From an optimization exercise on the open Yosys and OpenROAD flow, aimed at small area; shortcuts taken in it are not production practice.
Only simulation tests tie the RTL to the original design; equivalence was not proved.
The clock port is modelled as an ideal driver; clocking choices that lean on that would not hold on a real chip.
Power is estimated from default activity; no workload was simulated.

Setup of P:
## mode_watch_top_long_key_nedge
module mode_watch_top_long_key_nedge(
    input clk, reset_p,
    input [3:0] btn,
    output [15:0] led,
    output [3:0] com,
    output [7:0] seg_7 );
For scale: roughly 820 cells after synthesis, ~34 I/O pins, ~0.0073 mm^2 of cells after synthesis.
clock: 10.0 ns
lec_check: 0
cap_margin: 0
core_margin: 2
core_utilization: 40
slew_margin: 0
standard.sh (not shown) runs the stock make flow with config.mk's settings and CLKGATE_MAP_FILE= SYNTH_SCRIPT=/design/flow/synth_recipe.tcl, a recipe that flattens the netlist after the stock synthesis.
==> flow/flow/run.sh <==
#!/bin/bash
# Own flow: the standard layout, with these changes:
#  - logic is mapped with area-oriented abc scripts (flow/synth.tcl, flow/abc*.script; the
#    smallest of their netlists is kept), and adders are left to abc instead of half/full
#    adder cells. The standard synthesis runs first; its register names are then given to
#    the registers of the kept netlist (flow/rename_regs.py, matched by the net each
#    register drives), so the registers pair with the standard synthesis's by name and
#    cell type.
#  - clock tree synthesis uses clkbuf_8 buffers and inserts no dummy loads; afterwards
#    clock buffers whose registers keep a clock slew under 110 ps become clkbuf_4
#    (flow/post_cts.tcl, flow/downsize_clk.tcl)
#  - ports are buffered with buf_1 cells
#  - constant outputs share the synthesis's tie cells (no per-pin tie cells)
set -euo pipefail
W=$(pwd)
R="$W/orfs/results/$FLOW_PLATFORM/mode_watch_top_long_key_nedge/base"
export CTS_ARGS="-sink_clustering_enable -repair_clock_nets -dont_use_dummy_load -buf_list sky130_fd_sc_hd__clkbuf_8"
export BUFFER_PORTS_ARGS="-buffer_cell sky130_fd_sc_hd__buf_1"
export SKIP_REPAIR_TIE_FANOUT=1
export POST_CTS_TCL="$W/flow/post_cts.tcl"

# standard synthesis: the reference for the register names
bash "$W/standard.sh" synth > "$W/std_synth.log" 2>&1
cp "$R/1_2_yosys.v" "$W/std_1_2_yosys.v"

# own syntheses, each in a work home of its own; keep the smallest
best=""; best_area=""
for s in "$W"/flow/abc*.script; do
  n=$(basename "$s" .script)
  ABC_SCRIPT_FILE="$s" make -C "$FLOW_HOME" DESIGN_CONFIG="$W/config.mk" WORK_HOME="$W/own_$n" \
    CLKGATE_MAP_FILE= SYNTH_SCRIPT="$W/flow/synth.tcl" ADDER_MAP_FILE= synth > "$W/own_synth_$n.log" 2>&1 || continue
  a=$(awk '/Chip area/ {print $NF}' "$W/own_$n/reports/$FLOW_PLATFORM/mode_watch_top_long_key_nedge/base/synth_stat.txt")
  echo "$n: $a" >> "$W/own_synth_areas.log"
  if [[ -z "$best" ]] || awk -v a="$a" -v b="$best_area" 'BEGIN {exit !(a < b)}'; then
    best=$n; best_area=$a
  fi
done
echo "kept $best ($best_area)" >> "$W/own_synth_areas.log"

python3 "$W/flow/rename_regs.py" "$W/std_1_2_yosys.v" \
  "$W/own_$best/results/$FLOW_PLATFORM/mode_watch_top_long_key_nedge/base/1_2_yosys.v" "$W/own_1_2_yosys.v" > "$W/rename_regs.log" 2>&1
cp "$W/own_1_2_yosys.v" "$R/1_2_yosys.v"

# the rest of the standard layout; make rebuilds 1_synth.odb from the new netlist
bash "$W/standard.sh" > "$W/layout.log" 2>&1
==> flow/flow/downsize_clk.tcl <==
# Downsize clock tree buffers to a smaller clock buffer wherever the clock slew at the
# buffer's register pins stays under a target (ns), keeping the tree as CTS built it.
proc downsize_clock_buffers {small target} {
  estimate_parasitics -placement
  set n 0
  foreach inst [get_cells -filter "ref_name =~ sky130_fd_sc_hd__clkbuf_*"] {
    set name [get_property $inst full_name]
    set old [get_property $inst ref_name]
    if {$old eq $small} { continue }
    replace_cell $inst $small
    estimate_parasitics -placement
    set worst 0
    foreach pin [get_pins -hierarchical */CLK] {
      set s [get_property $pin slew_max]
      if {$s > $worst} { set worst $s }
    }
    if {$worst > $target} {
      replace_cell $inst $old
    } else {
      incr n
    }
  }
  estimate_parasitics -placement
  set worst 0
  foreach pin [get_pins -hierarchical */CLK] { set s [get_property $pin slew_max]; if {$s > $worst} {set worst $s} }
  puts "downsize_clock_buffers: $n buffers now $small, worst register clock slew [format %.1f [expr {$worst * 1000}]] ps"
}
==> flow/flow/post_cts.tcl <==
# POST_CTS hook: smaller leaf clock buffers where the register clock slew allows
source [file join [file dirname [file normalize [info script]]] downsize_clk.tcl]
downsize_clock_buffers sky130_fd_sc_hd__clkbuf_4 0.110
Other scripts of this flow, unchanged in this note and not shown: flow/flow/abc1.script, flow/flow/abc2.script, flow/flow/abc3.script, flow/flow/rename_regs.py, flow/flow/synth.tcl
The final layout from P, which completed every stage, passed the timing, design-rule and antenna checks at the end of the flow.
#### Input delta (Q over P)
# P
export LEC_CHECK = 0
export CAP_MARGIN = 0
export CORE_MARGIN = 2
export CORE_UTILIZATION = 40
export SLEW_MARGIN = 0
create_clock -name core_clock -period 10.0 [get_ports {clk}]
# Q
export LEC_CHECK = 0
export CAP_MARGIN = 20
export CORE_MARGIN = 2
export CORE_UTILIZATION = 40
export SLEW_MARGIN = 20
create_clock -name core_clock -period 10.0 [get_ports {clk}]
--- a/flow/flow/run.sh
+++ b/flow/flow/run.sh
@@ -9,3 +9 @@
-#  - clock tree synthesis uses clkbuf_8 buffers and inserts no dummy loads; afterwards
-#    clock buffers whose registers keep a clock slew under 110 ps become clkbuf_4
-#    (flow/post_cts.tcl, flow/downsize_clk.tcl)
+#  - clock tree synthesis uses clkbuf_8 buffers and inserts no dummy loads
@@ -20 +17,0 @@
-export POST_CTS_TCL="$W/flow/post_cts.tcl"
removed: flow/flow/downsize_clk.tcl
removed: flow/flow/post_cts.tcl
Results
Proportion of power drawn by the clock network in Q vs P: up 2.5 points
Fraction of area in clock buffers and inverters (Q over P): increase, 0.62 points
Q ended with less worst setup margin than P.
For number of nets in the final layout, Q and P come out practically identical.
Of Q and P, Q shows the higher area added between synthesis and finish, with P below it.
Q supports a lower top clock frequency than P.
For R, these inputs were changed with respect to Q:
# Q
export LEC_CHECK = 0
export CAP_MARGIN = 20
export CORE_MARGIN = 2
export CORE_UTILIZATION = 40
export SLEW_MARGIN = 20
create_clock -name core_clock -period 10.0 [get_ports {clk}]
# R
export LEC_CHECK = 0
export CAP_MARGIN = 0
export CORE_MARGIN = 2
export CORE_UTILIZATION = 40
export SLEW_MARGIN = 0
create_clock -name core_clock -period 10.0 [get_ports {clk}]
--- a/flow/flow/run.sh
+++ b/flow/flow/run.sh
@@ -9 +9,3 @@
-#  - clock tree synthesis uses clkbuf_8 buffers and inserts no dummy loads
+#  - clock tree synthesis uses clkbuf_8 buffers and inserts no dummy loads; afterwards
+#    clock buffers whose registers keep a clock slew under 118 ps become clkbuf_4
+#    (flow/post_cts.tcl, flow/downsize_clk.tcl)
@@ -17,0 +20 @@
+export POST_CTS_TCL="$W/flow/post_cts.tcl"
==> flow/flow/abc_g2.script (new file) <==
strash
ifraig
scorr
dc2
dretime
strash
&get -n
&dch -f
&nf -R 50 -E 1
&put
==> flow/flow/abc_g4.script (new file) <==
strash
ifraig
scorr
dc2
dretime
strash
dc2
strash
&get -n
&dch -f
&nf -R 50
&put
==> flow/flow/abc_g6.script (new file) <==
strash
ifraig
scorr
dc2
dretime
strash
&get -n
&dch -f
&nf -R 50 -C 32
&put
==> flow/flow/downsize_clk.tcl (new file) <==
# Downsize clock tree buffers to a smaller clock buffer wherever the clock slew at the
# buffer's register pins stays under a target (ns), keeping the tree as CTS built it.
proc downsize_clock_buffers {small target} {
  estimate_parasitics -placement
  set n 0
  foreach inst [get_cells -filter "ref_name =~ sky130_fd_sc_hd__clkbuf_*"] {
    set name [get_property $inst full_name]
    set old [get_property $inst ref_name]
    if {$old eq $small} { continue }
    replace_cell $inst $small
    estimate_parasitics -placement
    set worst 0
    foreach pin [get_pins -hierarchical */CLK] {
      set s [get_property $pin slew_max]
      if {$s > $worst} { set worst $s }
    }
    if {$worst > $target} {
      replace_cell $inst $old
    } else {
      incr n
    }
  }
  estimate_parasitics -placement
  set worst 0
  foreach pin [get_pins -hierarchical */CLK] { set s [get_property $pin slew_max]; if {$s > $worst} {set worst $s} }
  puts "downsize_clock_buffers: $n buffers now $small, worst register clock slew [format %.1f [expr {$worst * 1000}]] ps"
}
==> flow/flow/post_cts.tcl (new file) <==
# POST_CTS hook: smaller leaf clock buffers where the register clock slew allows
source [file join [file dirname [file normalize [info script]]] downsize_clk.tcl]
downsize_clock_buffers sky130_fd_sc_hd__clkbuf_4 0.118
==> run notes <==
In the flow results for Q and R, the final cell count is smaller on R.
The final layout from R, which completed every stage, passed the timing, design-rule and antenna checks at the end of the flow.
| fraction of layout instances using a drive strength above 1 | lower: R |
Compared with Q, in R critical path's largest stage delay lower; time the final worst path needs with I/O delays and setup lower.
Run comparison: R worst setup path startpoint g[4]; Q worst setup path startpoint reset_p

afterwards: timing with drivers on the ports:
How much do the figures lean on ideal ports? The routed layouts below were timed once more, with nothing changed but the port constraints. Step 1, drivers: a clkbuf_16 drives clk and a buf_2 each remaining input, both assumed. Step 2 moves the port delays by t, midway between the first and last clock arrival at a register: inputs arrive t later, outputs are due t later. That takes back most of the time a late clock gives input paths. Slacks: ideal ports / drivers / drivers and shift; pairs: ideal ports / drivers.
run | t, ns | setup slack, ns | latest minus earliest clock arrival (ns) | pins driven straight from the clock port
P | 0.616 | 5.898 / 5.905 / 5.289 | 0.040 / 0.040 | 1
Q | 0.486 | 5.718 / 5.731 / 5.245 | 0.025 / 0.026 | 1
R | 0.583 | 6.434 / 6.434 / 5.981 | 0.047 / 0.047 | 1
After both steps setup and hold are still met in every run listed. The setup slack of P, which loses most, moves by +0.007 ns with the drivers and by -0.609 ns with both steps.
